This design comes from an exercise in tuning for small area and a short achievable clock period on the open sky130 flow, not from production work.
Function was checked by simulation only, so behaviour that the tests miss may differ from the original.
The clock input has no modelled driver; a real chip could not lean on it and would need a root buffer or a full tree.
Power figures rest on the tool's default switching activity, not on a simulated workload.

==> v26: inputs <==
==> flow/design.v (excerpt) <==
module alu_top (
    input             clk,
    input      [7:0]  a,
    input      [7:0]  b,
    input      [3:0]  command,
    input             en,
    output reg [15:0] out
);
    reg  [7:0]  a_q, b_q;
    reg  [3:0]  command_q;
    reg         en_q;
    wire [15:0] alu_out;
    always @(posedge clk) begin
        a_q       <= a;
        b_q       <= b;
        command_q <= command;
        en_q      <= en;
        out       <= alu_out;
    end
    alu u_alu (.a(a_q), .b(b_q), .command(command_q), .en(en_q), .out(alu_out));
endmodule
Settings: LEC_CHECK=0, ABC_AREA=1, CAP_MARGIN=20, CORE_MARGIN=2, CORE_UTILIZATION=55, GPL_TIMING_DRIVEN=0, SLEW_MARGIN=20; clock period 25.0 ns.
standard.sh (not shown) runs the stock make flow with config.mk's settings and CLKGATE_MAP_FILE= SYNTH_SCRIPT=/design/flow/synth_recipe.tcl, a recipe that flattens the netlist after the stock synthesis.
==> flow/flow/run.sh <==
#!/bin/bash
# Standard layout with these changes:
#  - synthesis: no full/half-adder cell extraction (ADDER_MAP_FILE empty), so ABC maps all logic,
#    and ABC's area script is flow/abc_area.script (a copy of ORFS's scripts folder with that
#    one file replaced is used for the synthesis step only);
#  - port buffers chosen in flow/ports.tcl instead of the default (DONT_BUFFER_PORTS=1 stops the
#    flow's own call; ports.tcl runs just before it, at the start of global placement);
#  - after the placement resize step, flip-flops with large fanout get the x4 drive, and gates
#    on paths slower than TARGET_NS are sized up (flow/post_resize.tcl);
#  - clock tree: no dummy loads, and the root buffer removed so that the leaf buffers hang
#    from the clock port (flow/post_cts.tcl).
# make's output goes to make_*.log here; ORFS writes each tool's log under orfs/logs/.
set -euo pipefail
export CLK_LEAF_CELL=sky130_fd_sc_hd__clkbuf_8
here=$(pwd)
export UPSIZE_FLOP_FANOUT=${UPSIZE_FLOP_FANOUT:-8}
# setup slack that the post-placement sizing aims for: the clock period less TARGET_NS
TARGET_NS=5.3
export REPAIR_SETUP_MARGIN=$(python3 -c "print(round($FLOW_PERIOD_NS - $TARGET_NS, 3))")
rm -rf "$here/synth_scripts"
cp -r "$FLOW_HOME/scripts" "$here/synth_scripts"
cp "$here/flow/abc_area.script" "$here/synth_scripts/abc_area.script"
bash standard.sh ADDER_MAP_FILE= SCRIPTS_DIR="$here/synth_scripts" synth > make_synth.log 2>&1
CTS="-root_buf sky130_fd_sc_hd__clkbuf_16 -buf_list sky130_fd_sc_hd__clkbuf_16 -sink_clustering_enable -sink_clustering_size 60 -sink_clustering_max_diameter 1000 -dont_use_dummy_load -repair_clock_nets"
bash standard.sh ADDER_MAP_FILE= DONT_BUFFER_PORTS=1 PRE_GLOBAL_PLACE_TCL="$here/flow/ports.tcl" \
  POST_RESIZE_TCL="$here/flow/post_resize.tcl" "CTS_ARGS=$CTS" POST_CTS_TCL="$here/flow/post_cts.tcl" finish > make_finish.log 2>&1
==> flow/flow/abc_area.script <==
strash
dc2
balance
rewrite
refactor
balance
rewrite
rewrite -z
balance
refactor -z
rewrite -z
balance
dch
map -B 0.9
strash
dch
map -B 0.9
topo
stime -c
buffer -c
upsize -c
dnsize -c
==> flow/flow/post_cts.tcl <==
set block [ord::get_db_block]
set root [$block findInst clkbuf_0_clk]
if {$root eq "NULL" || $root eq ""} { error "post_cts: no root buffer clkbuf_0_clk" }
set rootnet [[$root findITerm X] getNet]
set clknet [[$root findITerm A] getNet]
set leaves {}
foreach it [$rootnet getITerms] {
  if {[$it isOutputSignal]} { continue }
  set inst [$it getInst]
  if {![string match "sky130_fd_sc_hd__clkbuf_*" [[$inst getMaster] getName]]} {
    error "post_cts: the root buffer drives [$inst getName], not only leaf buffers"
  }
  lappend leaves $it
}
if {[llength $leaves] > 4} { error "post_cts: [llength $leaves] leaf buffers, more than the port may drive" }
foreach it $leaves {
  $it disconnect
  $it connect $clknet
}
[$root findITerm A] disconnect
[$root findITerm X] disconnect
odb::dbInst_destroy $root
odb::dbNet_destroy $rootnet
if {[info exists ::env(CLK_LEAF_CELL)] && $::env(CLK_LEAF_CELL) ne ""} {
  foreach it $leaves { replace_cell [[$it getInst] getName] $::env(CLK_LEAF_CELL) }
}
puts "post_cts: [llength $leaves] leaf buffers now driven from the clock port"
detailed_placement
check_placement -verbose
estimate_parasitics -placement
report_clock_latency
==> flow/flow/upsize_flops.tcl <==
# Flip-flops whose output drives many pins get a stronger drive (same function, same name).
set n 0
foreach inst [get_cells *] {
  set ref [get_property $inst ref_name]
  if {$ref ne "sky130_fd_sc_hd__dfxtp_1"} { continue }
  set q [get_pins -of_objects $inst -filter "direction == output"]
  set loads [llength [get_pins -of_objects [get_nets -of_objects $q] -filter "direction == input"]]
  if {$loads >= $::env(UPSIZE_FLOP_FANOUT)} {
    replace_cell $inst sky130_fd_sc_hd__dfxtp_4
    incr n
  }
}
puts "upsize_flops: $n flip-flops resized"
Other scripts of this flow, unchanged in this note and not shown: flow/flow/ports.tcl, flow/flow/post_resize.tcl
==> inputs of v28, as changes to v26 <==
--- a/flow/flow/run.sh
+++ b/flow/flow/run.sh
@@ -6,5 +6,5 @@
 #  - port buffers chosen in flow/ports.tcl instead of the default (DONT_BUFFER_PORTS=1 stops the
 #    flow's own call; ports.tcl runs just before it, at the start of global placement);
-#  - after the placement resize step, flip-flops with large fanout get the x4 drive, and gates
+#  - after the placement resize step, flip-flops with large fanout get a stronger drive (UPSIZE_FLOP_CELL), and gates
 #    on paths slower than TARGET_NS are sized up (flow/post_resize.tcl);
 #  - clock tree: no dummy loads, and the root buffer removed so that the leaf buffers hang
@@ -14,5 +14,6 @@
 export CLK_LEAF_CELL=sky130_fd_sc_hd__clkbuf_8
 here=$(pwd)
-export UPSIZE_FLOP_FANOUT=${UPSIZE_FLOP_FANOUT:-8}
+export UPSIZE_FLOP_FANOUT=8
+export UPSIZE_FLOP_CELL=sky130_fd_sc_hd__dfxtp_2
 # setup slack that the post-placement sizing aims for: the clock period less TARGET_NS
 TARGET_NS=5.3
==> flow/flow/abc_area.script (replaced) <==
strash
dc2
balance
rewrite
refactor
balance
rewrite
rewrite -z
balance
refactor -z
rewrite -z
balance
&get -n
&deepsyn -T 20
&put
dch
map -B 0.9
strash
dch
map -B 0.9
strash
dch
map -B 0.9
topo
stime -c
upsize -c
dnsize -c
--- a/flow/flow/upsize_flops.tcl
+++ b/flow/flow/upsize_flops.tcl
@@ -7,5 +7,5 @@
   set loads [llength [get_pins -of_objects [get_nets -of_objects $q] -filter "direction == input"]]
   if {$loads >= $::env(UPSIZE_FLOP_FANOUT)} {
-    replace_cell $inst sky130_fd_sc_hd__dfxtp_4
+    replace_cell $inst $::env(UPSIZE_FLOP_CELL)
     incr n
   }
CORE_UTILIZATION = 40   (was 55)
==> inputs of v30, as changes to v26 <==
--- a/flow/flow/run.sh
+++ b/flow/flow/run.sh
@@ -8,13 +8,11 @@
 #  - after the placement resize step, flip-flops with large fanout get the x4 drive, and gates
 #    on paths slower than TARGET_NS are sized up (flow/post_resize.tcl);
-#  - clock tree: no dummy loads, and the root buffer removed so that the leaf buffers hang
-#    from the clock port (flow/post_cts.tcl).
+#  - clock tree: one level of buffers, no dummy loads.
 # make's output goes to make_*.log here; ORFS writes each tool's log under orfs/logs/.
 set -euo pipefail
-export CLK_LEAF_CELL=sky130_fd_sc_hd__clkbuf_8
 here=$(pwd)
 export UPSIZE_FLOP_FANOUT=${UPSIZE_FLOP_FANOUT:-8}
 # setup slack that the post-placement sizing aims for: the clock period less TARGET_NS
-TARGET_NS=5.3
+TARGET_NS=5.5
 export REPAIR_SETUP_MARGIN=$(python3 -c "print(round($FLOW_PERIOD_NS - $TARGET_NS, 3))")
 rm -rf "$here/synth_scripts"
@@ -24,3 +22,3 @@
 CTS="-root_buf sky130_fd_sc_hd__clkbuf_16 -buf_list sky130_fd_sc_hd__clkbuf_16 -sink_clustering_enable -sink_clustering_size 60 -sink_clustering_max_diameter 1000 -dont_use_dummy_load -repair_clock_nets"
 bash standard.sh ADDER_MAP_FILE= DONT_BUFFER_PORTS=1 PRE_GLOBAL_PLACE_TCL="$here/flow/ports.tcl" \
-  POST_RESIZE_TCL="$here/flow/post_resize.tcl" "CTS_ARGS=$CTS" POST_CTS_TCL="$here/flow/post_cts.tcl" finish > make_finish.log 2>&1
+  POST_RESIZE_TCL="$here/flow/post_resize.tcl" "CTS_ARGS=$CTS" finish > make_finish.log 2>&1
CORE_UTILIZATION = 40   (was 55)
removed: flow/flow/post_cts.tcl
==> comparison table <==
Routability-driven placement congestion ratio: v30 0.935; v26 0.956; v28 0.961
Result of the run: v30 no timing/DRC/antenna violations; v26 no timing/DRC/antenna violations; v28 no timing/DRC/antenna violations
Area fraction in and, or, nand and nor cells after synthesis: v30 0.441; v26 0.441; v28 0.444
Share of cell area taken by muxes after synthesis: v30 0.00229; v26 0.00229; v28 0
Count of vias placed by the detailed router: v30 5807; v26 6122; v28 5502
Critical Path Sink: v30 out[14]; v26 out[5]; v28 out[3]
#MultiIn Comb: v30 742; v26 742; v28 683
Startpoint of the most critical register-to-register path: v30 b_q[6]$_DFF_P_; v26 a_q[7]$_DFF_P_; v28 b_q[4]$_DFF_P_
Number of global-route vias before repair: v30 5177; v26 5760; v28 4885
Switching power of the nets: v30 0.000123 W; v26 0.000118 W; v28 0.000109 W
Count of routing violations after the opening detailed-route iteration: v30 560; v26 436; v28 427
Largest stage delay on the critical path: v30 310 ps; v26 330 ps; v28 310 ps
Clock slew seen by the registers of the worst setup and hold paths: v30 60 ps; v26 80 ps; v28 70 ps
Final HPWL DP: v30 12.5 mm; v26 13.0 mm; v28 11.4 mm
Avg Vias per Cell: v30 5.28; v26 5.78; v28 5.42
Data arrival time at the worst-slack endpoint: v30 730 ps; v26 600 ps; v28 560 ps
Sequential cell area fraction in the yosys report: v30 0.150; v26 0.150; v28 0.162
Worst ir drop on vdd: v30 0.0246 mV; v26 0.0276 mV; v28 0.0346 mV

## re-timing with driven ports
Ports are ideal in the flow. The routed layouts listed here were re-timed in OpenROAD.
Step 1 assumes that a clkbuf_16 drives the clock port and a buf_2 every other input.
Step 2 also shifts input and output timing later by t, the mid clock arrival at the registers, as if the neighbouring blocks saw the same clock.
a / b / c = no drivers / after step 1 / after step 2; a / b = the first two.
| run | shift t [ns] | setup slack, ns | worst hold slack (ns) | worst setup path after step 2 | pins driven straight from the clock port |
|---|---|---|---|---|---|
| v26 | 0.193 | 19.397 / 19.339 / 19.407 | 0.713 / 0.713 / 0.713 | register to register | 4 |
| v28 | 0.202 | 19.435 / 19.361 / 19.563 | 0.582 / 0.582 / 0.582 | register to output | 4 |
| v30 | 0.333 | 19.268 / 19.227 / 19.560 | 0.713 / 0.713 / 0.713 | register to output | 1 |
After both steps every run listed still meets setup and hold.
